Background: an optimization exercise with open tools, aiming at small area. Do not read the settings as production practice. Function was checked by simulation only, so behaviour that the tests miss may differ from the original. No driver is modelled on the clock port, so clocking that relies on it looks cheaper here than on a real chip. Power figures rest on the tool's default switching activity, not on a simulated workload.

[flow/flow/post_cts.tcl]
# size down cells on paths with slack to spare, then re-legalise
log_cmd repair_timing -recover_power 100 -setup_margin 0 -hold_margin 0 -verbose

estimate_parasitics -placement
set slow_drivers {}
foreach pin [get_pins -of_objects [all_registers -edge_triggered] -filter "is_clock==1"] {
  set s 0.0
  foreach prop {slew_max_rise slew_max_fall} {
    set v [get_property $pin $prop]
    if {[string is double -strict $v] && $v > $s} { set s $v }
  }
  if {$s > 0.105} {
    foreach drv [get_pins -of_objects [get_nets -of_objects $pin] -filter "direction==output"] {
      lappend slow_drivers [get_full_name [get_cells -of_objects $drv]]
    }
  }
}
foreach inst [lsort -unique $slow_drivers] {
  set cell [get_property [get_cells $inst] ref_name]
  set bigger [string map {clkbuf_4 clkbuf_8 clkbuf_8 clkbuf_16} $cell]
  if {$bigger ne $cell} {
    puts "upsizing clock buffer $inst: $cell -> $bigger"
    replace_cell [get_cells $inst] [get_lib_cells $bigger]
  }
}
detailed_placement
check_placement -verbose
[flow/design.v]
`timescale 1ns/1ps
module synchro(
  input                clk,
  input                resetn,
  input  [width-1 : 0] data_in,
  output [width-1 : 0] data_out
);
  parameter width = 1;
  reg [width-1 : 0] reg_a_s;
  reg [width-1 : 0] reg_b_s;
  always @(posedge clk or negedge resetn) begin
    if (~resetn) begin
      reg_a_s <= 0;
      reg_b_s <= 0;
    end else begin
      reg_a_s <= data_in;
      reg_b_s <= reg_a_s;
    end
  end
  assign data_out = reg_b_s;
endmodule  
`timescale 1ns/1ps
module debouncer(
  input        clk,
  input        res_n,
  input        up,        
  input        dis,       
  input  [4:0] tgt,       
  input        tgt_ok,    
  input        data_in,   
  output       data_out   
);
  reg [12:0] lo;
  reg [4:0]  hi;
  reg        fil;
  wire d     = data_in ^ fil;
  wire adv   = ~dis & d;                            
  wire hold  = dis;                                 
  wire step  = adv & up;
  wire lz    = ~|lo[11:0];
  wire wrap  = lo[12] & lz;                         
  wire lfb   = lo[12] ^ lo[3] ^ lo[2] ^ lo[0] ^ lz;
  wire hz    = ~|hi[3:0];
  wire hfb   = hi[4] ^ hi[2] ^ hz;
  wire hadv  = step & wrap;
  wire hhold = hold | (step & ~wrap);
  wire match = tgt_ok & (hi == tgt);
  wire [12:0] lo_n = ({13{hold}} & lo) | ({12'h000, adv} & {12'h000, lfb | ~up})
                   | ({13{step}} & {lo[11:0], 1'b0});
  wire [4:0]  hi_n = ({5{hhold}} & hi) | ({5{hadv}} & {hi[3:0], hfb});
  always @(posedge clk) begin
    lo  <= lo_n;
    hi  <= hi_n;
  end
  always @(posedge clk or negedge res_n) begin
    if (~res_n)
      fil <= 1'b0;
    else
      fil <= fil ^ (step & match);
  end
  assign data_out = dis ? data_in : fil;
endmodule  
`timescale 1ns/1ps
module int_ctrl(
  input        clk,
  input        res_n,
  input        up,              
  input  [7:0] switch,          
  input  [4:0] button,          
  output [7:0] int_switch_sts,  
  input  [7:0] int_switch_ena,  
  input  [7:0] int_switch_clr,  
  output [4:0] int_button_sts,  
  input  [4:0] int_button_ena,  
  input  [4:0] int_button_clr,  
  input  [4:0] button_posedge,  
  input  [4:0] button_negedge,  
  input        invoke_int,      
  output       interrupt
);
  reg [7:0] sw_sts;
  reg [4:0] bt_sts;
  reg       irq;
  reg [7:0] sw_prev;
  reg [4:0] bt_prev;
  wire [7:0] sw_chg = switch ^ sw_prev;
  wire [4:0] bt_chg = button ^ bt_prev;
  wire [4:0] bt_hit = bt_chg & ((button & button_posedge) | (~button & button_negedge));
  wire [7:0] sw_nxt = int_switch_ena & ({8{invoke_int}} | sw_chg | (sw_sts & ~int_switch_clr));
  wire [4:0] bt_nxt = int_button_ena & ({5{invoke_int}} | bt_hit | (bt_sts & (bt_chg | ~int_button_clr)));
  always @(posedge clk or negedge res_n) begin
    if (~res_n)
      irq <= 1'b0;
    else
      irq <= up & |{sw_sts, bt_sts};
  end
  always @(posedge clk) begin
    sw_sts <= sw_nxt;
    bt_sts <= bt_nxt;
  end
  always @(posedge clk) begin
    sw_prev <= switch;
    bt_prev <= button;
  end
  assign interrupt      = irq;
  assign int_switch_sts = sw_sts;
  assign int_button_sts = bt_sts;
endmodule  
`timescale 1ns/1ps
module axi_lite(
  input         ACLK,
  input         ARESETn,
  input         AWVALID,
  output        AWREADY,
  input  [31:0] AWADDR,
  input  [2 :0] AWPROT,
  input         WVALID,
  output        WREADY,
  input  [31:0] WDATA,
  input  [3 :0] WSTRB,
  output        BVALID,
  input         BREADY,
  output [1 :0] BRESP,
  input         ARVALID,
  output        ARREADY,
  input  [31:0] ARADDR,
  input  [2 :0] ARPROT,
  output        RVALID,
  input         RREADY,
  output [31:0] RDATA,
  output [1 :0] RRESP,
  output [7:0] led,
  input  [7:0] switch,
  input  [4:0] button,
  input  [7:0] int_switch_sts,
  output [7:0] int_switch_ena,
  output [7:0] int_switch_clr,
  input  [4:0] int_button_sts,
  output [4:0] int_button_ena,
  output [4:0] int_button_clr,
  output [4:0] button_posedge,
  output [4:0] button_negedge,
  output [7:0] deb_switch_dis,  
  output [4:0] deb_button_dis,
  output [4:0] deb_time,
  output       invoke_int_test
);
  localparam [31:0] ID = 32'h7e8155aa;
  reg ar, rv, aw, bv;
  reg [7:0] led_s;
  reg [7:0] sw_ena;
  reg [4:0] bt_ena;
  reg [4:0] bt_pos;
  reg [4:0] bt_neg;
  reg [7:0] deb_sw_dis;   
  reg [4:0] deb_bt_dis;
  reg [4:0] deb_t;
  reg [12:0] rdat;
  reg        rid;    
  reg        rdec;   
  reg        bdec;   
  reg [7:0]  sw_clr;
  reg [4:0]  bt_clr;
  reg        inv;
  wire [3:0] wa = AWADDR[5:2];
  wire [3:0] ra = ARADDR[5:2];
  wire s0 = WSTRB[0];
  wire s1 = WSTRB[1];
  wire w0 = s0 & WDATA[0];
  wire [12:0] wmask = {{5{s1}} & WDATA[12:8], {8{s0}} & WDATA[7:0]};
  wire [12:0] ena_set = {13{aw & (wa == 4'd3)}} & wmask | {13{aw & (wa == 4'd6) & w0}};
  wire [12:0] ena_clr = {13{aw & (wa == 4'd4)}} & wmask | {13{aw & (wa == 4'd7) & w0}};
  always @(posedge ACLK or negedge ARESETn) begin
    if (~ARESETn) begin
      ar         <= 1'b0;
      rv         <= 1'b0;
      aw         <= 1'b0;
      bv         <= 1'b0;
      led_s      <= 8'h00;
      sw_ena     <= 8'h00;
      bt_ena     <= 5'h00;
      bt_pos     <= 5'h00;
      bt_neg     <= 5'h00;
      deb_sw_dis <= 8'h00;
      deb_bt_dis <= 5'h00;
      deb_t      <= 5'h00;
    end else begin
      ar <= (~ar & ~rv) | (ar & ~ARVALID);
      rv <= (ar & ARVALID) | (rv & ~RREADY);
      aw <= ~aw & ~bv & AWVALID & WVALID;
      bv <= aw | (bv & ~BREADY);
      sw_ena <= (sw_ena & ~ena_clr[7:0]) | ena_set[7:0];
      bt_ena <= (bt_ena & ~ena_clr[12:8]) | ena_set[12:8];
      if (aw) begin
        case (wa)
          4'd0: if (s0) led_s <= WDATA[7:0];
          4'd5: begin
            if (s0) bt_pos <= WDATA[4:0];
            if (s1) bt_neg <= WDATA[12:8];
          end
          4'd6: if (w0) begin
            bt_pos <= 5'h1f;
            bt_neg <= 5'h1f;
          end
          4'd8: begin
            if (s0) deb_sw_dis <= ~WDATA[7:0];
            if (s1) deb_bt_dis <= ~WDATA[12:8];
          end
          4'd9: if (s0) deb_t <= WDATA[4:0];
          default: ;
        endcase
      end
    end
  end
  wire [12:0] rmux =
      ({13{ra == 4'd0}}  & {5'h00, led_s})
    | ({13{ra == 4'd1}}  & {button, switch})
    | ({13{ra == 4'd2}}  & {int_button_sts, int_switch_sts})
    | ({13{ra == 4'd3 || ra == 4'd4}} & {bt_ena, sw_ena})
    | ({13{ra == 4'd5}}  & {bt_neg, 3'b000, bt_pos})
    | ({13{ra == 4'd8}}  & ~{deb_bt_dis, deb_sw_dis})
    | ({13{ra == 4'd9}}  & {8'h00, deb_t})
    | ({13{ra == 4'd10}} & ID[12:0]);
  always @(posedge ACLK) begin
    sw_clr <= {8{aw & (wa == 4'd2) & s0}} & WDATA[7:0];
    bt_clr <= {5{aw & (wa == 4'd2) & s1}} & WDATA[12:8];
    inv    <= aw & (wa == 4'd11) & w0;
    bdec   <= (aw & wa[3] & wa[2]) | (bv & bdec);
    rid    <= (ar & (ra == 4'd10)) | (rv & rid);
    rdec   <= (ar & ra[3] & ra[2]) | (rv & rdec);
    rdat   <= ({13{ar}} & rmux) | ({13{rv}} & rdat);
  end
  assign ARREADY = ar;
  assign RVALID  = rv;
  assign RDATA   = {ID[31:13] & {19{rid}}, rdat};
  assign RRESP   = {rdec, rdec};
  assign AWREADY = aw;
  assign WREADY  = aw;
  assign BVALID  = bv;
  assign BRESP   = {bdec, bdec};
  assign led             = led_s;
  assign int_switch_ena  = sw_ena;
  assign int_button_ena  = bt_ena;
  assign int_switch_clr  = sw_clr;
  assign int_button_clr  = bt_clr;
  assign button_posedge  = bt_pos;
  assign button_negedge  = bt_neg;
  assign deb_switch_dis  = deb_sw_dis;
  assign deb_button_dis  = deb_bt_dis;
  assign deb_time        = deb_t;
  assign invoke_int_test = inv;
endmodule  
 `timescale 1ns/1ps
module axi_gpio_top(  
  input ACLK,
  input ARESETn,
  input        AWVALID,
  output       AWREADY,
  input [31:0] AWADDR,
  input [2 :0] AWPROT,
  input        WVALID,
  output       WREADY,
  input [31:0] WDATA,
  input [3 :0] WSTRB,  
  output       BVALID,
  input        BREADY,
  output[1 :0] BRESP,
  input        ARVALID,
  output       ARREADY,
  input [31:0] ARADDR,
  input [2 :0] ARPROT,
  output       RVALID,
  input        RREADY,
  output[31:0] RDATA,
  output[1 :0] RRESP,
  output [7:0] led,      
  input  [7:0] switch,   
  input  [4:0] button,    
  output interrupt
);
  wire [7:0] int_switch_sts;
  wire [7:0] int_switch_ena;
  wire [7:0] int_switch_clr;
  wire [4:0] int_button_sts;
  wire [4:0] int_button_ena;
  wire [4:0] int_button_clr;
  wire [4:0] button_posedge;
  wire [4:0] button_negedge;
  wire [7:0] deb_switch_dis;
  wire [4:0] deb_button_dis;
  wire [7:0] switch_synch;
  wire [4:0] button_synch;
  wire [7:0] switch_deb;
  wire [4:0] button_deb;  
  wire [4:0] deb_time;
  wire       invoke_int;
  reg [4:0] deb_tgt;
  always @(*) begin
    case (deb_time)
      5'd0: deb_tgt = 5'd1;
      5'd1: deb_tgt = 5'd2;
      5'd2: deb_tgt = 5'd4;
      5'd3: deb_tgt = 5'd9;
      5'd4: deb_tgt = 5'd18;
      5'd5: deb_tgt = 5'd5;
      5'd6: deb_tgt = 5'd11;
      5'd7: deb_tgt = 5'd22;
      5'd8: deb_tgt = 5'd12;
      5'd9: deb_tgt = 5'd25;
      5'd10: deb_tgt = 5'd19;
      5'd11: deb_tgt = 5'd7;
      5'd12: deb_tgt = 5'd15;
      5'd13: deb_tgt = 5'd31;
      5'd14: deb_tgt = 5'd30;
      5'd15: deb_tgt = 5'd28;
      5'd16: deb_tgt = 5'd24;
      5'd17: deb_tgt = 5'd17;
      5'd18: deb_tgt = 5'd3;
      5'd19: deb_tgt = 5'd6;
      5'd20: deb_tgt = 5'd13;
      5'd21: deb_tgt = 5'd27;
      5'd22: deb_tgt = 5'd23;
      5'd23: deb_tgt = 5'd14;
      5'd24: deb_tgt = 5'd29;
      5'd25: deb_tgt = 5'd26;
      5'd26: deb_tgt = 5'd21;
      5'd27: deb_tgt = 5'd10;
      5'd28: deb_tgt = 5'd20;
      5'd29: deb_tgt = 5'd8;
      5'd30: deb_tgt = 5'd16;
      default: deb_tgt = 5'd0;
    endcase
  end
  wire       deb_tgt_ok = ~&deb_time;
  reg up_s;
  always @(posedge ACLK or negedge ARESETn)
    if (~ARESETn) up_s <= 1'b0;
    else          up_s <= 1'b1;
  synchro#(8) 
  synchro_switch(  
    .clk     (ACLK),
    .resetn  (ARESETn),
    .data_in (switch),
    .data_out(switch_synch)
  );
  synchro#(5) 
  synchro_button(  
    .clk     (ACLK),
    .resetn  (ARESETn),
    .data_in (button),
    .data_out(button_synch)
  ); 
 genvar i;
 generate
    for (i=0; i<=7; i=i+1) begin : switch_debouncers 
    debouncer i_debouncer(  
     .clk(ACLK), 
     .res_n(ARESETn),
     .up(up_s),
     .dis(deb_switch_dis[i]),
     .tgt(deb_tgt),
     .tgt_ok(deb_tgt_ok),
     .data_in(switch_synch[i]), 
     .data_out(switch_deb[i])      
 );
 end 
 endgenerate
 genvar j;
 generate
    for (j=0; j<=4; j=j+1) begin : buttton_debouncers
    debouncer j_debouncer(  
     .clk(ACLK), 
     .res_n(ARESETn),
     .up(up_s),
     .dis(deb_button_dis[j]),
     .tgt(deb_tgt),
     .tgt_ok(deb_tgt_ok),
     .data_in(button_synch[j]), 
     .data_out(button_deb[j])      
 );
 end 
 endgenerate
 int_ctrl i_int_ctrl(  
   .clk(ACLK),
   .res_n(ARESETn),
   .up(up_s),
   .switch(switch_deb),          
   .button(button_deb),          
   .int_switch_sts(int_switch_sts),
   .int_switch_ena(int_switch_ena), 
   .int_switch_clr(int_switch_clr),
   .int_button_sts(int_button_sts),
   .int_button_ena(int_button_ena),
   .int_button_clr(int_button_clr),
   .button_posedge(button_posedge),
   .button_negedge(button_negedge), 
   .invoke_int(invoke_int),
   .interrupt(interrupt)
);
 axi_lite i_axi_lite(  
   .ACLK(ACLK),
   .ARESETn(ARESETn),
   .AWVALID(AWVALID),
   .AWREADY(AWREADY),
   .AWADDR(AWADDR),
   .AWPROT(AWPROT),
   .WVALID(WVALID),
   .WREADY(WREADY),
   .WDATA(WDATA),
   .WSTRB(WSTRB),  
   .BVALID(BVALID),
   .BREADY(BREADY),
   .BRESP(BRESP),
   .ARVALID(ARVALID),
   .ARREADY(ARREADY),
   .ARADDR(ARADDR),
   .ARPROT(ARPROT),
   .RVALID(RVALID),
   .RREADY(RREADY),
   .RDATA(RDATA),
   .RRESP(RRESP),
   .led(led),            
   .switch(switch_deb),         
   .button(button_deb),         
   .int_switch_sts(int_switch_sts), 
   .int_switch_ena(int_switch_ena), 
   .int_switch_clr(int_switch_clr), 
   .int_button_sts(int_button_sts), 
   .int_button_ena(int_button_ena),
   .int_button_clr(int_button_clr),
   .button_posedge(button_posedge),
   .button_negedge(button_negedge), 
   .deb_switch_dis(deb_switch_dis),
   .deb_button_dis(deb_button_dis),
   .deb_time(deb_time),
   .invoke_int_test(invoke_int)
);  
endmodule  
[flow/standard.sh]
#!/bin/bash
# synth_recipe.tcl (not shown) runs the flow's synth.tcl, then flattens the netlist and writes it again
# the make line also repeats each setting of config.mk as NAME=value (left out here)
make -C /OpenROAD-flow-scripts/flow DESIGN_CONFIG=/design/flow/config.mk WORK_HOME=/design/flow/orfs CLKGATE_MAP_FILE= SYNTH_SCRIPT=/design/flow/synth_recipe.tcl "${@:-finish}"
[flow/config.mk]
export PLATFORM = sky130hd
export DESIGN_NAME = axi_gpio_top
export DESIGN_NICKNAME = axi_gpio_top
export VERILOG_FILES = /design/flow/design.v
export SDC_FILE = /design/flow/constraint.sdc
export NUM_CORES = 4
export LEC_CHECK = 0
export ABC_AREA = 1
export CAP_MARGIN = 10
export CORE_MARGIN = 2
export CORE_UTILIZATION = 80
export SLEW_MARGIN = 10
[flow/flow/abc_area.script]
strash
dch
amap
strash
&get -n
&dch
&nf -a -R 1000
&put
strash
dch
amap
strash
&get -n
&dch
&nf -a -R 1000
&put
[flow/constraint.sdc]
create_clock -name core_clock -period 10.0 [get_ports {ACLK}]
set_input_delay 2.0000 -clock core_clock [delete_from_list [all_inputs] [get_ports {ACLK}]]
set_output_delay 2.0000 -clock core_clock [all_outputs]
set_load 0.01 [all_outputs]
[flow/flow/run.sh]
#!/bin/bash
# Own layout flow: the standard flow (standard.sh), with these changes:
#  - synthesis maps the logic with an area-oriented ABC script (abc_area.script
#    here) instead of ORFS's, and skips ORFS's half/full adder extraction;
#    everything else in the synthesis is unchanged, so the registers are the
#    standard synthesis's;
#  - port buffering uses sky130_fd_sc_hd__buf_1 cells;
#  - CTS clusters at most 18 flip-flops per sky130_fd_sc_hd__clkbuf_8, with no
#    dummy loads;
#  - after CTS, cells off the critical paths are sized down, and clock
#    buffers whose flip-flops see a slow clock edge are sized up (post_cts.tcl).
# Each tool's full output stays in orfs/logs/; make's output goes to make.log.
set -euo pipefail
W=$(pwd)
cat > "$W/own_synth.tcl" <<EOT
proc abc {args} {
  set i [lsearch -exact \$args -script]
  if {\$i >= 0} { lset args [expr {\$i + 1}] {$W/flow/abc_area.script} }
  yosys abc {*}\$args
}
# ORFS's half/full adder extraction only hurts the area here
proc extract_fa {args} {}
source {$W/synth_recipe.tcl}
EOT
EXTRA="'BUFFER_PORTS_ARGS=-buffer_cell sky130_fd_sc_hd__buf_1'"
EXTRA+=" 'CTS_ARGS=-sink_clustering_enable -repair_clock_nets -buf_list sky130_fd_sc_hd__clkbuf_8 -sink_clustering_size 18 -sink_clustering_max_diameter 70 -dont_use_dummy_load'"
EXTRA+=" 'POST_CTS_TCL=$W/flow/post_cts.tcl'"
sed -e "s#SYNTH_SCRIPT=[^ ']*#SYNTH_SCRIPT=$W/own_synth.tcl#" \
    -e "s#CLKGATE_MAP_FILE= #CLKGATE_MAP_FILE= $EXTRA #" \
    standard.sh > own_standard.sh
grep -q own_synth.tcl own_standard.sh
grep -q POST_CTS_TCL own_standard.sh
bash own_standard.sh > make.log 2>&1
==> impl_metrics.py, run 1 <==
metrics = {
    "outcome": {
        "run_status": "no timing/DRC/antenna violations",
    },
    "power": {
        "powerDensity_nw_per_um2": 219.5,
        "power_frac_seq": 0.540,
        "switching_share": 0.3302,
        "power.internal_uw": 2355,
        "total_power_uw": 3516,
        "power.net_switching_uw": 1161,
        "p_leak_uw": 0.006423,
        "clock_power_share": 0.216,
        "vdd_drop_max_uv": 240.3,
        "power.combinational.fraction": 0.244,
    },
    "timing": {
        "final-max-slew-violation-count": 0,
        "tightestPinTransition_ns": 1.327,
        "finalCritPeriodShare": 0.4179,
        "rsz0062_at_grt": "no",
        "post-route-min-period_ns": 4.179,
        "timing.clock.skew_ns": 0.04873,
        "hold_violations": 0,
        "sum_neg_setup_slack_ns": 0,
        "fmaxAchievable_ghz": 0.2393,
        "hold-worst-slack_ns": 0.3550,
        "setup-violations-final": 0,
        "relSlewSlack": 0.1151,
    },
    "worst_setup_path": {
        "critical-path-slowest-cell": "a21oi_1",
        "crit_path_cell_trace": "and2_0, o21ai_0, nor2_1, a211oi_1, a21oi_1, clkbuf_1, o21ai_0, a2111oi_0, o21ai_0, a21oi_1, xor2_1",
        "worst_setup_path_end_kind": "flop",
        "worst_path_most_repeated_cell": "o21ai_0",
        "register_to_register_setup_slack_ns": 5.82,
        "crit_path_max_cell_delay_ns": 1.03,
        "crit_start": "i_axi_lite.deb_t[2]",
        "critPathMaxFanout": 16,
        "path_buf_inv": 1,
        "critPathArrivalTime_ns": 4.71,
        "reg2reg_to": "buttton_debouncers[4].j_debouncer.fil",
        "worstPathRequired_ns": 10.53,
        "reg2reg_from": "i_axi_lite.deb_t[2]",
        "timing.reg2reg.worst_path_depth": 11,
        "timing_worst_setup_path_type": "flop to flop",
        "element_type_at_the_critical_path_start": "flop",
        "critPathTopFamily": "compound AO/OA/AOI/OAI gates",
    },
    "synthesis": {
        "synth.yosys.warnings": 6,
        "netlist_area_um2": 15000,
        "synth.yosys.seq_area_share": 0.5440,
        "synthFlopType": "dfxtp_1",
        "ys_types": 47,
        "synthesis.instances": 1366,
        "yosys_register_bits": 384,
        "synth.largest_area_cell": "dfxtp_1",
        "post_synth.cell_area_avg_um2": 10.98,
        "async_reset_ff_frac": 0.2448,
        "synth_enable_flop_cells": 0,
        "yosys.area.top_type_share": 0.3871,
        "netlist_top_cells_area": "dfxtp_1, dfrtp_1, a22o_1, xnor2_1, nand2_1",
    },
    "detailed_routing": {
        "met3_length_um": 2926,
        "routed.top_layer": "met5",
        "drt-vias-per-instance": 6.788,
        "dr.pass1.iters": 5,
        "drt-total-wl_um": 35660,
        "route.vias.total": 11550,
        "routedLengthMet1_um": 14350,
        "detailedRoute.firstIterationViolations": 1032,
        "final_antenna_net_count": 0,
        "met2WireLength_um": 16720,
        "detail_route.wl_per_cell_um": 20.95,
        "drt_drc_violations_left": 0,
    },
    "global_routing": {
        "grt_max_degree": 49,
        "grtUsageTotal": 0.3586,
        "overflow": 0,
        "antenna_found_initial": 0,
        "first_global_vias": 11250,
        "grt_first_pass_wirelength_um": 57350,
    },
    "cells_and_area": {
        "layout.cell_area.non_filler_um2": 16020,
        "fin_nets": 1596,
        "drive_above_1_share": 0.02725,
        "mostFrequentLayoutCells": "dfxtp_1, a22o_1, nand2_1, xnor2_1, dfrtp_1",
        "postLayoutCoreUtil": 0.8650,
        "mostFrequentLayoutCell": "dfxtp_1",
        "antennaDiodeCount": 0,
        "filler_cell_count": 991,
        "area_delta_synth_final_pct": 6.808,
    },
    "floorplan": {
        "dieArea_um2": 19860,
        "core.rowCount": 50,
        "design.core.area_um2": 18520,
        "chipHeight_um": 140.9,
        "design.portCount": 176,
        "die-width_um": 140.9,
        "floorplan.initialDensity": 0.8099,
    },
    "placed_design": {
        "place_congestion": 0.9036,
        "place_hpwl_um": 23350,
        "post_dp_cell_area_um2": 15550,
        "io_buffer_count": 82,
    },
    "worst_hold_path": {
        "worst_hold_path.num_cells": 0,
        "hp-class": "flop to flop",
        "min_delay_worst_endpoint": "synchro_switch.reg_b_s[4]",
        "min_from": "synchro_switch.reg_a_s[4]",
    },
    "clock_network": {
        "worst_setup_hold_path_clk_slew_ns": 0.10,
        "worstSkewPairLatency_ns": 0.63,
        "tritoncts_clock_tree": "built",
        "cts.sink_count": 384,
    },
    "flow_run": {
        "maximum_capacitance_violations": 0,
    },
}
==> cell type report <==
class                   instances  area, µm²  share of cell area
flip-flops and latches        384       8158              0.5093
repair buffers                 92      392.9             0.02453
clock buffers                  25      445.4             0.02781
multi-input cells             936       6613              0.4128
well taps                     234      292.8             0.01828
inverters                      31      116.4            0.007264
==> synth_stat cells (all sizes together) (17+ instances only) <==
cell	count
buf	24
nor3	21
and3	38
clkinv	31
and2	20
o21ai	44
xor2	30
a21oi	21
a22o	247
nand3	17
xnor2	104
dfxtp	290
nand2	113
nor4	45
dfrtp	94
nor2	55
==> state kept, by name, summed over array words and instances (netlist names), 13 cells and up <==
name                               flops
buttton_debouncers.j_debouncer.hi     25
buttton_debouncers.j_debouncer.lo     65
i_axi_lite.rdat                       13
switch_debouncers.i_debouncer.hi      40
switch_debouncers.i_debouncer.lo     104
==> how the worst max path moves through the flow <==
stage | slack, ns | end | cells past startpoint
final | 5.82 | buttton_debouncers[4].j_debouncer.fil | 11
after global routing | 5.65 | buttton_debouncers[4].j_debouncer.fil | 11
after detailed placement | 5.58 | i_axi_lite.rdat[10] | 8
after global placement | 5.67 | i_axi_lite.rdat[10] | 8
after floorplan | 6.46 | buttton_debouncers[4].j_debouncer.fil | 10
==> per-stage QoR <==
| stage | setup slack [ns] | std cells |
|---|---|---|
| 2_1_floorplan | 6.464 | 1375 |
| 3_3_place_gp | 5.667 | 1675 |
| 3_5_place_dp | 5.580 | 1675 |
| 5_1_grt | 5.649 | 1702 |
| 6_report | 5.821 | 1702 |
==> power groups by stage <==
stage | sequential (µW) | clock [µW] | combinational, µW
after floorplan | 1870 | 0 | 622
after global placement | 1910 | 0 | 799
after detailed placement | 1920 | 0 | 836
after global routing | 1920 | 823 | 938
final | 1900 | 759 | 859
==> cell families (layout without fill, tap and decap cells) <==
kind of cell,count (synthesis),in the layout,synth area share
AO/OA/AOI/OAI,429,429,0.2302
flip-flops,384,384,0.5440
AND/OR/NAND/NOR,338,338,0.1103
XOR/XNOR,134,134,0.07826
buffers and inverters,55,148,0.01977
multiplexers,24,24,0.01702
other,2,11,0.0005008
==> layer usage <==
metal,global-route usage,vias up
met4,0.1495,2
met2,0.5838,509
met5,0.02757,-
met1,0.4787,5566
met3,0.06250,128
li1,-,5349
==> run 2, diff against run 1 <==
--- a/flow/flow/post_cts.tcl
+++ b/flow/flow/post_cts.tcl
@@ -9,7 +9,7 @@
     set v [get_property $pin $prop]
     if {[string is double -strict $v] && $v > $s} { set s $v }
   }
-  if {$s > 0.105} {
+  if {$s > 0.110} {
     foreach drv [get_pins -of_objects [get_nets -of_objects $pin] -filter "direction==output"] {
       lappend slow_drivers [get_full_name [get_cells -of_objects $drv]]
     }
==> run 2 against run 1 <==
  * Utilization fell by 0.55 points
  * Sequential power about the same
  * Combinational power down 0.5%
  * Fmax increased by 2.4%
  * Register-to-register slack gained 0.096 ns
  * Cell area down 0.63%
  * Flip-flop and latch count did not move
  * Worst hold slack better by 0.0037 ns
  * Via count is essentially flat
  * Largest cell class unchanged
  * Largest power group unchanged
==> impl_metrics.py, run 2 <==
metrics = {
    "worst_setup_path": {
        "critPathArrivalTime_ns": 4.60,
        "reg2reg_from": "i_axi_lite.deb_t[2]",
        "critPathMaxFanout": 16,
        "element_type_at_the_critical_path_start": "flop",
        "crit_start": "i_axi_lite.deb_t[2]",
        "timing_worst_setup_path_type": "flop to flop",
        "worstPathRequired_ns": 10.51,
        "register_to_register_setup_slack_ns": 5.92,
        "worst_setup_path_end_kind": "flop",
    },
    "detailed_routing": {
        "drt_drc_violations_left": 0,
        "dr.pass1.iters": 6,
        "detail_route.wl_per_cell_um": 20.82,
        "final_antenna_net_count": 0,
        "route.vias.total": 11550,
        "drt-vias-per-instance": 6.786,
        "detailedRoute.firstIterationViolations": 1008,
        "drt-total-wl_um": 35430,
    },
    "power": {
        "switching_share": 0.3350,
        "power.net_switching_uw": 1148,
        "power.internal_uw": 2279,
        "powerDensity_nw_per_um2": 215.3,
        "vdd_drop_max_uv": 220.8,
        "clock_power_share": 0.197,
        "power.combinational.fraction": 0.250,
        "p_leak_uw": 0.006376,
        "power_frac_seq": 0.554,
    },
    "clock_network": {
        "worstSkewPairLatency_ns": 0.59,
        "tritoncts_clock_tree": "built",
        "cts.sink_count": 384,
        "worst_setup_hold_path_clk_slew_ns": 0.11,
    },
    "synthesis": {
        "netlist_area_um2": 15000,
        "synthesis.instances": 1366,
        "ys_types": 47,
        "synth.top_cells.by_count": "dfxtp_1, a22o_1, nand2_1",
        "synth_most_common_cell": "dfxtp_1",
        "yosys_register_bits": 384,
        "synth.yosys.seq_area_share": 0.5440,
        "yosys.area.top_type_share": 0.3871,
        "synthFlopType": "dfxtp_1",
        "synth_enable_flop_cells": 0,
        "post_synth.cell_area_avg_um2": 10.98,
        "netlist_top_cells_area": "dfxtp_1, dfrtp_1, a22o_1, xnor2_1, nand2_1",
        "async_reset_ff_frac": 0.2448,
        "synth.largest_area_cell": "dfxtp_1",
        "synth.yosys.warnings": 6,
    },
    "timing": {
        "setup-violations-final": 0,
        "relSlewSlack": 0.1411,
        "sum_neg_setup_slack_ns": 0,
        "timing.clock.skew_ns": 0.05158,
        "rsz0062_at_grt": "no",
        "hold-worst-slack_ns": 0.3587,
        "final_critical_path_setup_slack_ns": 5.917,
        "hold_violations": 0,
        "post-route-min-period_ns": 4.083,
        "finalCritPeriodShare": 0.4083,
        "fmaxAchievable_ghz": 0.2449,
        "tightestPinTransition_ns": 1.284,
        "final-max-slew-violation-count": 0,
    },
    "floorplan": {
        "design.core.area_um2": 18520,
        "dieArea_um2": 19860,
        "core.rowCount": 50,
        "design.portCount": 176,
        "floorplan.initialDensity": 0.8099,
        "die-width_um": 140.9,
        "chipHeight_um": 140.9,
    },
    "cells_and_area": {
        "drive_above_1_share": 0.02725,
        "antennaDiodeCount": 0,
        "area_delta_synth_final_pct": 6.132,
        "registers.top_by_ff_count": "switch_debouncers.i_debouncer.lo",
        "largest_reg_flops": 104,
        "layout.cell_area.non_filler_um2": 15920,
        "mostFrequentLayoutCells": "dfxtp_1, a22o_1, nand2_1, xnor2_1, dfrtp_1",
        "reg_top3": "switch_debouncers.i_debouncer.lo: 104 flops, buttton_debouncers.j_debouncer.lo: 65 flops, switch_debouncers.i_debouncer.hi: 40 flops",
        "filler_cell_count": 1009,
        "fin_nets": 1596,
        "mostFrequentLayoutCell": "dfxtp_1",
    },
    "placed_design": {
        "place_hpwl_um": 23350,
        "place_congestion": 0.9036,
        "dp_slack_ns": 5.580,
        "io_buffer_count": 82,
        "post_dp_cell_area_um2": 15550,
    },
    "global_routing": {
        "antenna_found_initial": 0,
        "grtUsageTotal": 0.3544,
        "first_global_vias": 11140,
        "overflow": 0,
        "grt_first_pass_wirelength_um": 56810,
        "grt_max_degree": 49,
    },
    "outcome": {
        "run_status": "no timing/DRC/antenna violations",
    },
    "worst_hold_path": {
        "hp-class": "flop to flop",
        "min_from": "synchro_button.reg_a_s[0]",
    },
    "flow_run": {
        "maximum_capacitance_violations": 0,
    },
}
==> run 2: per-stage QoR <==
stage | instances | power (µW) | util
5_1_grt | 1702 | 3589 | 0.8595
2_1_floorplan | 1375 | 2494 | -
3_3_place_gp | 1675 | 2712 | 0.8400
3_5_place_dp | 1675 | 2758 | 0.8400
6_report | 1702 | 3426 | 0.8595
==> run 2: layer usage <==
metal  up-vias  routed length (µm)  GRT usage
li1       5352                   -          -
met1      5558               14530     0.4865
met2       530               16470     0.5664
met3       109                2997    0.06080
met4         0                1433     0.1463
met5         -                   0          0
==> run 2: final cells by class <==
type,count,area (µm²),area share
clock buffer,25,344.1,0.02162
sequential,384,8158,0.5125
inverter,31,116.4,0.007311
multi-input combinational,936,6613,0.4155
timing repair buffer,92,392.9,0.02468
tap,234,292.8,0.01839
==> run 2: final timing paths <==
kind                                                         end  cells after the start
setup reg to reg           buttton_debouncers[4].j_debouncer.fil                     11
max in group asynchronous              synchro_switch.reg_a_s[6]                      3
min in group asynchronous   switch_debouncers[7].i_debouncer.fil                      1
hold / removal                         synchro_button.reg_b_s[0]                      0
setup / recovery           buttton_debouncers[4].j_debouncer.fil                     11
hold reg to reg                        synchro_button.reg_b_s[0]                      0
==> run 2: power groups by stage <==
stage / Combinational (µW) / Clock [µW] / Sequential (µW)
after floorplan: 622 / 0 / 1870
after global placement: 799 / 0 / 1910
after detailed placement: 836 / 0 / 1920
after global routing: 934 / 736 / 1920
final: 855 / 674 / 1900
==> run 2: worst max-delay path, stage by stage (launching register included) <==
cell,delay [ns]
dfrtp_1,0.66
and2_0,0.26
o21ai_0,0.14
nor2_1,0.15
a211oi_1,0.07
a21oi_1,0.98
clkbuf_1,0.61
o21ai_0,0.18
a2111oi_0,0.39
o21ai_0,0.18
a21oi_1,0.20
xor2_1,0.17
==> run 2: kinds of logic (layout without fill, tap and decap cells) <==
| family | count (synthesis) | after routing | share of synthesized area |
|---|---|---|---|
| DFF | 384 | 384 | 0.5440 |
| muxes | 24 | 24 | 0.01702 |
| buffers and inverters | 55 | 148 | 0.01977 |
| other | 2 | 11 | 0.0005008 |
| xor gates and xnor gates | 134 | 134 | 0.07826 |
| AOI/OAI and AO/OA | 429 | 429 | 0.2302 |
| and+or+nand+nor | 338 | 338 | 0.1103 |
==> run 3, diff against run 2 <==
--- a/flow/flow/run.sh
+++ b/flow/flow/run.sh
@@ -23,7 +23,7 @@
 source {$W/synth_recipe.tcl}
 EOT
 EXTRA="'BUFFER_PORTS_ARGS=-buffer_cell sky130_fd_sc_hd__buf_1'"
-EXTRA+=" 'CTS_ARGS=-sink_clustering_enable -repair_clock_nets -buf_list sky130_fd_sc_hd__clkbuf_8 -sink_clustering_size 18 -sink_clustering_max_diameter 70 -dont_use_dummy_load'"
+EXTRA+=" 'CTS_ARGS=-sink_clustering_enable -repair_clock_nets -buf_list sky130_fd_sc_hd__clkbuf_8 -sink_clustering_size 20 -sink_clustering_max_diameter 80 -dont_use_dummy_load'"
 EXTRA+=" 'POST_CTS_TCL=$W/flow/post_cts.tcl'"
 sed -e "s#SYNTH_SCRIPT=[^ ']*#SYNTH_SCRIPT=$W/own_synth.tcl#" \
     -e "s#CLKGATE_MAP_FILE= #CLKGATE_MAP_FILE= $EXTRA #" \
--- a/flow/config.mk
+++ b/flow/config.mk
@@ -8,5 +8,5 @@
 export ABC_AREA = 1
 export CAP_MARGIN = 10
 export CORE_MARGIN = 2
-export CORE_UTILIZATION = 80
+export CORE_UTILIZATION = 60
 export SLEW_MARGIN = 10
==> run 3 against run 2 <==
  * Cell count up 5.5%
  * Clock power up 26%
  * Cell area rose by 2.2%
  * Register-to-register slack improved by 0.75 ns
  * Still clean
  * Critical path type is now input pin to flop
  * Clock skew up 0.017 ns
  * Global-route usage shrank 9.8 points
  * Clock-buffer cell count shrank 2
  * Via count fell by 3.8%
  * First-iteration DRC count shrank 26%
==> impl_metrics.py, run 3 <==
metrics = {
    "cells_and_area": {
        "mostFrequentLayoutCells": "dfxtp_1, a22o_1, nand2_1, xnor2_1, dfrtp_1",
        "filler_cell_count": 1966,
        "postLayoutCoreUtil": 0.6647,
        "regArea_um2": 8158,
        "area_delta_synth_final_pct": 8.418,
        "drive_above_1_share": 0.02789,
        "largest_reg_flops": 104,
        "fin_nets": 1598,
        "mostFrequentLayoutCell": "dfxtp_1",
        "multi_input_comb_area_um2": 6606,
        "registers.top_by_ff_count": "switch_debouncers.i_debouncer.lo",
        "reg_top3": "switch_debouncers.i_debouncer.lo: 104 flops, buttton_debouncers.j_debouncer.lo: 65 flops, switch_debouncers.i_debouncer.hi: 40 flops",
    },
    "timing": {
        "hold_violations": 0,
        "timing.clock.skew_ns": 0.06816,
        "tightestPinTransition_ns": 1.131,
        "sum_neg_setup_slack_ns": 0,
        "fmaxAchievable_ghz": 0.2597,
        "rsz0062_at_grt": "no",
        "post-route-min-period_ns": 3.851,
        "finalCritPeriodShare": 0.3851,
        "final_critical_path_setup_slack_ns": 6.149,
        "relSlewSlack": 0.2438,
        "final-max-slew-violation-count": 0,
        "setup-violations-final": 0,
    },
    "worst_setup_path": {
        "path_buf_inv": 2,
        "critPathTopFamily": "buffers and inverters",
        "worst_setup_path_end_kind": "flop",
        "critPathMaxFanout": 10,
        "reg2reg_from": "i_axi_lite.deb_t[1]",
        "crit_path_cell_trace": "clkbuf_1, nand2b_1, or3_1, clkinv_1, a22oi_1, o211ai_1, a221o_1, a22o_1",
        "crit_path_max_cell_delay_ns": 0.49,
        "timing_worst_setup_path_type": "input pin to flop",
        "element_type_at_the_critical_path_start": "input pin",
        "register_to_register_setup_slack_ns": 6.67,
        "critPathArrivalTime_ns": 4.39,
        "critical-path-slowest-cell": "or3_1",
        "reg2reg_to": "switch_debouncers[4].i_debouncer.fil",
        "worstPathRequired_ns": 10.53,
        "timing.reg2reg.worst_path_depth": 11,
    },
    "worst_hold_path": {
        "hp-class": "flop to flop",
        "worst_hold_path.num_cells": 0,
        "min_delay_worst_endpoint": "synchro_button.reg_b_s[0]",
        "min_from": "synchro_button.reg_a_s[0]",
    },
    "floorplan": {
        "dieArea_um2": 26270,
        "chipHeight_um": 162.1,
        "die-width_um": 162.1,
        "design.core.area_um2": 24460,
        "design.portCount": 176,
        "floorplan.initialDensity": 0.6131,
        "core.rowCount": 57,
    },
    "power": {
        "p_leak_uw": 0.006485,
        "powerDensity_nw_per_um2": 220.2,
        "power.combinational.fraction": 0.236,
        "vdd_drop_max_uv": 155.6,
        "power.net_switching_uw": 1154,
        "clock_power_share": 0.237,
        "power_frac_seq": 0.527,
        "switching_share": 0.3224,
        "power.internal_uw": 2426,
        "total_power_uw": 3580,
    },
    "clock_network": {
        "tritoncts_clock_tree": "built",
        "cts.sink_count": 384,
        "worstSkewPairLatency_ns": 0.64,
        "worst_setup_hold_path_clk_slew_ns": 0.09,
    },
    "synthesis": {
        "async_reset_ff_frac": 0.2448,
        "yosys_register_bits": 384,
        "synth.yosys.seq_area_share": 0.5440,
        "synth.top_cells.by_count": "dfxtp_1, a22o_1, nand2_1",
        "synth.largest_area_cell": "dfxtp_1",
        "post_synth.cell_area_avg_um2": 10.98,
        "netlist_area_um2": 15000,
        "synth_most_common_cell": "dfxtp_1",
        "yosys.area.top_type_share": 0.3871,
        "ys_types": 47,
        "netlist_top_cells_area": "dfxtp_1, dfrtp_1, a22o_1, xnor2_1, nand2_1",
        "synth_enable_flop_cells": 0,
        "synthesis.instances": 1366,
        "synthFlopType": "dfxtp_1",
        "synth.yosys.warnings": 6,
    },
    "placed_design": {
        "dp_slack_ns": 5.582,
        "place_hpwl_um": 22610,
        "io_buffer_count": 82,
        "place_congestion": 0.8499,
    },
    "global_routing": {
        "grtUsageTotal": 0.2569,
        "grt_first_pass_wirelength_um": 54650,
        "overflow": 0,
        "antenna_found_initial": 1,
        "first_global_vias": 10360,
        "grt_max_degree": 60,
    },
    "flow_run": {
        "maximum_capacitance_violations": 0,
    },
    "detailed_routing": {
        "final_antenna_net_count": 0,
        "dr.pass1.iters": 7,
        "drt-total-wl_um": 34190,
        "drt-vias-per-instance": 6.187,
        "detailedRoute.firstIterationViolations": 744,
        "detail_route.wl_per_cell_um": 19.04,
        "drt_drc_violations_left": 0,
        "route.vias.total": 11110,
    },
    "outcome": {
        "run_status": "no timing/DRC/antenna violations",
    },
}
[run 3: logic make-up (layout without fill, tap and decap cells)]
family	Yosys count	in the layout	synth area share
AO/OA/AOI/OAI	429	429	0.2302
flip-flops	384	384	0.5440
AND/OR/NAND/NOR	338	338	0.1103
XOR/XNOR	134	134	0.07826
buffers and inverters	55	150	0.01977
multiplexers	24	24	0.01702
other	2	12	0.0005008
[run 3: worst register-to-register path: stages (launching register included)]
cell and delay (ns):
dfrtp_1 0.50, clkinv_1 0.16, nor2_1 0.28, nor2_1 0.15, xor2_1 0.15, nor2_1 0.08, o32ai_4 0.27, clkbuf_2 0.59
xnor2_1 0.20, nand4_1 0.12, a2111oi_0 0.56, xor2_1 0.13
[run 3: area by class of cell]
class	instances	share of cell area
Clock buffer	23	0.03263
Antenna cell	1	0.0001539
Timing Repair Buffer	96	0.02709
Inverter	31	0.007157
Sequential cell	384	0.5017
Tap cell	324	0.02493
Multi-Input combinational cell	936	0.4063
[run 3: how the worst max path moves through the flow]
| stage | startpoint | end | slack [ns] | cells after the start |
|---|---|---|---|---|
| 5_1_grt | ARADDR[3] | i_axi_lite.rdat[10] | 6.09 | 8 |
| 2_1_floorplan | i_axi_lite.deb_t[0] | buttton_debouncers[4].j_debouncer.fil | 6.46 | 10 |
| 3_5_place_dp | ARADDR[3] | i_axi_lite.rdat[10] | 5.58 | 8 |
| 6_report | ARADDR[3] | i_axi_lite.rdat[10] | 6.15 | 8 |
| 3_3_place_gp | ARADDR[3] | i_axi_lite.rdat[10] | 5.65 | 8 |
[run 3: metrics by stage]
| step | hold WS (ns) | cell area, µm² | cells |
|---|---|---|---|
| 6_report | 0.2963 | 16260 | 1795 |
| 3_5_place_dp | 0.3347 | 15690 | 1769 |
| 5_1_grt | 0.3123 | 16260 | 1795 |
| 2_1_floorplan | 0.3312 | 15030 | 1375 |
| 3_3_place_gp | 0.3340 | 15690 | 1769 |
[run 3: power by group through the flow]
stage	logic, µW	clock network (µW)	registers, µW
3_5_place_dp	837	0	1920
6_report	845	848	1890
2_1_floorplan	622	0	1870
5_1_grt	936	928	1910
3_3_place_gp	822	0	1910
[run 3: layer usage]
metal,track usage,vias to the layer above,wire length [µm]
li1,-,5357,-
met1,0.3786,5363,16470
met2,0.3988,325,14920
met3,0.03779,61,1979
met4,0.06718,0,818
met5,0,-,0
==> run 4, diff against run 3 <==
--- a/flow/flow/run.sh
+++ b/flow/flow/run.sh
@@ -5,7 +5,7 @@
 #    everything else in the synthesis is unchanged, so the registers are the
 #    standard synthesis's;
 #  - port buffering uses sky130_fd_sc_hd__buf_1 cells;
-#  - CTS clusters at most 18 flip-flops per sky130_fd_sc_hd__clkbuf_8, with no
+#  - CTS clusters at most 24 flip-flops per sky130_fd_sc_hd__clkbuf_8, with no
 #    dummy loads;
 #  - after CTS, cells off the critical paths are sized down, and clock
 #    buffers whose flip-flops see a slow clock edge are sized up (post_cts.tcl).
@@ -23,7 +23,7 @@
 source {$W/synth_recipe.tcl}
 EOT
 EXTRA="'BUFFER_PORTS_ARGS=-buffer_cell sky130_fd_sc_hd__buf_1'"
-EXTRA+=" 'CTS_ARGS=-sink_clustering_enable -repair_clock_nets -buf_list sky130_fd_sc_hd__clkbuf_8 -sink_clustering_size 20 -sink_clustering_max_diameter 80 -dont_use_dummy_load'"
+EXTRA+=" 'CTS_ARGS=-sink_clustering_enable -repair_clock_nets -buf_list sky130_fd_sc_hd__clkbuf_8 -sink_clustering_size 24 -sink_clustering_max_diameter 70 -dont_use_dummy_load'"
 EXTRA+=" 'POST_CTS_TCL=$W/flow/post_cts.tcl'"
 sed -e "s#SYNTH_SCRIPT=[^ ']*#SYNTH_SCRIPT=$W/own_synth.tcl#" \
     -e "s#CLKGATE_MAP_FILE= #CLKGATE_MAP_FILE= $EXTRA #" \
==> run 4 against run 3 <==
  * Clock skew is 0.039 ns lower
  * Cell area is 0.57% lower
  * Die area did not move
  * Flip-flop and latch count did not move
  * Global-route usage hardly changed
  * Sequential share of layout area up 0.29 points
  * Via count down 0.60%
  * Combinational power is essentially flat
  * Utilization down 0.38 points
  * Cell count barely moved
  * Clock-buffer cell count decreased by 1
==> impl_metrics.py, run 4 <==
metrics = {
    "clock_network": {
        "worstSkewPairLatency_ns": 0.60,
        "tritoncts_clock_tree": "built",
        "worst_setup_hold_path_clk_slew_ns": 0.09,
        "cts.sink_count": 384,
    },
    "synthesis": {
        "netlist_top_cells_area": "dfxtp_1, dfrtp_1, a22o_1, xnor2_1, nand2_1",
        "post_synth.cell_area_avg_um2": 10.98,
        "yosys.area.top_type_share": 0.3871,
        "synth.yosys.warnings": 6,
        "netlist_area_um2": 15000,
        "yosys_register_bits": 384,
        "synth.largest_area_cell": "dfxtp_1",
        "synth.top_cells.by_count": "dfxtp_1, a22o_1, nand2_1",
        "async_reset_ff_frac": 0.2448,
        "synthFlopType": "dfxtp_1",
        "synth.yosys.seq_area_share": 0.5440,
        "synth_enable_flop_cells": 0,
        "synth_most_common_cell": "dfxtp_1",
        "ys_types": 47,
        "synthesis.instances": 1366,
    },
    "timing": {
        "relSlewSlack": 0.2819,
        "setup-violations-final": 0,
        "finalCritPeriodShare": 0.3875,
        "sum_neg_setup_slack_ns": 0,
        "final-max-slew-violation-count": 0,
        "timing.clock.skew_ns": 0.02960,
        "fmaxAchievable_ghz": 0.2581,
        "final_critical_path_setup_slack_ns": 6.125,
        "tightestPinTransition_ns": 1.074,
        "rsz0062_at_grt": "no",
        "hold_violations": 0,
        "post-route-min-period_ns": 3.875,
    },
    "cells_and_area": {
        "reg_top3": "switch_debouncers.i_debouncer.lo: 104 flops, buttton_debouncers.j_debouncer.lo: 65 flops, switch_debouncers.i_debouncer.hi: 40 flops",
        "mostFrequentLayoutCells": "dfxtp_1, a22o_1, nand2_1, xnor2_1, dfrtp_1",
        "postLayoutCoreUtil": 0.6609,
        "largest_reg_flops": 104,
        "registers.top_by_ff_count": "switch_debouncers.i_debouncer.lo",
        "mostFrequentLayoutCell": "dfxtp_1",
        "area_delta_synth_final_pct": 7.801,
        "drive_above_1_share": 0.02723,
        "fin_nets": 1597,
    },
    "flow_run": {
        "maximum_capacitance_violations": 0,
    },
    "global_routing": {
        "first_global_vias": 10380,
        "antenna_found_initial": 1,
        "grt_max_degree": 60,
        "overflow": 0,
        "grtUsageTotal": 0.2571,
        "grt_first_pass_wirelength_um": 54700,
    },
    "floorplan": {
        "floorplan.initialDensity": 0.6131,
        "dieArea_um2": 26270,
        "die-width_um": 162.1,
        "chipHeight_um": 162.1,
        "design.portCount": 176,
        "core.rowCount": 57,
        "design.core.area_um2": 24460,
    },
    "placed_design": {
        "dp_slack_ns": 5.582,
        "io_buffer_count": 82,
        "place_congestion": 0.8499,
        "place_hpwl_um": 22610,
    },
    "detailed_routing": {
        "route.vias.total": 11040,
        "detail_route.wl_per_cell_um": 19.02,
        "drt-vias-per-instance": 6.153,
        "detailedRoute.firstIterationViolations": 762,
        "drt_drc_violations_left": 0,
        "final_antenna_net_count": 0,
        "dr.pass1.iters": 5,
        "drt-total-wl_um": 34110,
    },
    "worst_setup_path": {
        "worstPathRequired_ns": 10.49,
        "critPathMaxFanout": 10,
        "timing_worst_setup_path_type": "input pin to flop",
        "critPathArrivalTime_ns": 4.37,
        "worst_setup_path_end_kind": "flop",
        "element_type_at_the_critical_path_start": "input pin",
    },
    "power": {
        "total_power_uw": 3495,
        "powerDensity_nw_per_um2": 216.2,
        "vdd_drop_max_uv": 161.6,
        "p_leak_uw": 0.006441,
    },
    "outcome": {
        "run_status": "no timing/DRC/antenna violations",
    },
    "worst_hold_path": {
        "hp-class": "flop to flop",
    },
}
run 4: critical path: stages:
cell and delay (ns):
clkbuf_1 0.41, nand2b_1 0.21, or3_1 0.48, clkinv_1 0.43
a22oi_1 0.25, o211ai_1 0.11, a221o_1 0.29, a22o_1 0.18
run 4: layout make-up:
class,count,area (µm²)
Clock buffer,22,437.9
Sequential cell,384,8158
Timing Repair Buffer,96,440.4
Inverter,31,116.4
Multi-Input combinational cell,936,6606
Fill cell,1972,8295
Antenna cell,1,2.502
Tap cell,324,405.4
run 4: per-layer routing:
layer | global-route usage | up-vias | share of wire
met4 | 0.05471 | 0 | 0.019
met3 | 0.04086 | 46 | 0.058
li1 | - | 5331 | -
met2 | 0.4035 | 280 | 0.44
met5 | 0 | - | 0
met1 | 0.3782 | 5382 | 0.48
run 4: report_power, final:
part,switching [µW],internal (µW),total [µW]
registers,196,1690,1890
logic,482,364,846
clock network,459,303,761
total,1140,2360,3500
run 4: path summary, 6_finish.rpt:
kind	from	end	slack [ns]	cells past startpoint
setup / recovery	ARADDR[3]	i_axi_lite.rdat[10]	6.13	8
hold / removal	synchro_switch.reg_a_s[0]	synchro_switch.reg_b_s[0]	0.34	0
setup reg to reg	i_axi_lite.deb_t[1]	buttton_debouncers[4].j_debouncer.fil	6.64	12
hold reg to reg	synchro_switch.reg_a_s[0]	synchro_switch.reg_b_s[0]	0.34	0
max in group asynchronous	ARESETn	synchro_switch.reg_a_s[4]	7.86	3
min in group asynchronous	ARESETn	synchro_switch.reg_a_s[3]	1.29	1
run 4: per-stage QoR:
stage | instances | instance area [µm²] | hold WS (ns)
after floorplan | 1375 | 15030 | 0.3312
after global placement | 1769 | 15690 | 0.3340
after detailed placement | 1769 | 15690 | 0.3347
after global routing | 1794 | 16170 | 0.3466
final | 1794 | 16170 | 0.3432
run 4: cell families after synthesis:
kind of cell           after synthesis  synth area share
AO/OA/AOI/OAI                      429            0.2302
XOR/XNOR                           134           0.07826
buffers and inverters               55           0.01977
flip-flops                         384            0.5440
multiplexers                        24           0.01702
other                                2         0.0005008
AND/OR/NAND/NOR                    338            0.1103

## static timing again, ports no longer ideal
The results above use ideal ports. As a check the final layouts listed here were re-extracted and re-timed, cells and wires unchanged.
Step 1 sets driving cells, clkbuf_16 on the clock port and buf_2 on the other inputs (assumed; they add their load-dependent delay and slew).
Step 2 also shifts input and output timing later by t, the mid clock arrival at the registers, as if the neighbouring blocks saw the same clock.
Slacks: no drivers / after step 1 / after step 2; pairs: no drivers / after step 1.
run	t (ns)	slack for setup (ns)	hold WS [ns]	worst slew at a driven data input, ns
run 1	0.645	5.821 / 5.821 / 5.404	0.355 / 0.355 / 0.355	0.07
run 2	0.612	5.917 / 5.917 / 5.510	0.359 / 0.359 / 0.359	0.07
run 3	0.634	6.149 / 6.171 / 5.537	0.296 / 0.296 / 0.296	0.07
run 4	0.628	6.125 / 6.147 / 5.519	0.343 / 0.343 / 0.343	0.07
After both steps every run listed still meets setup and hold. For run 3, which loses most, drivers alone change the setup slack by +0.022 ns; drivers and shift together by -0.612 ns.
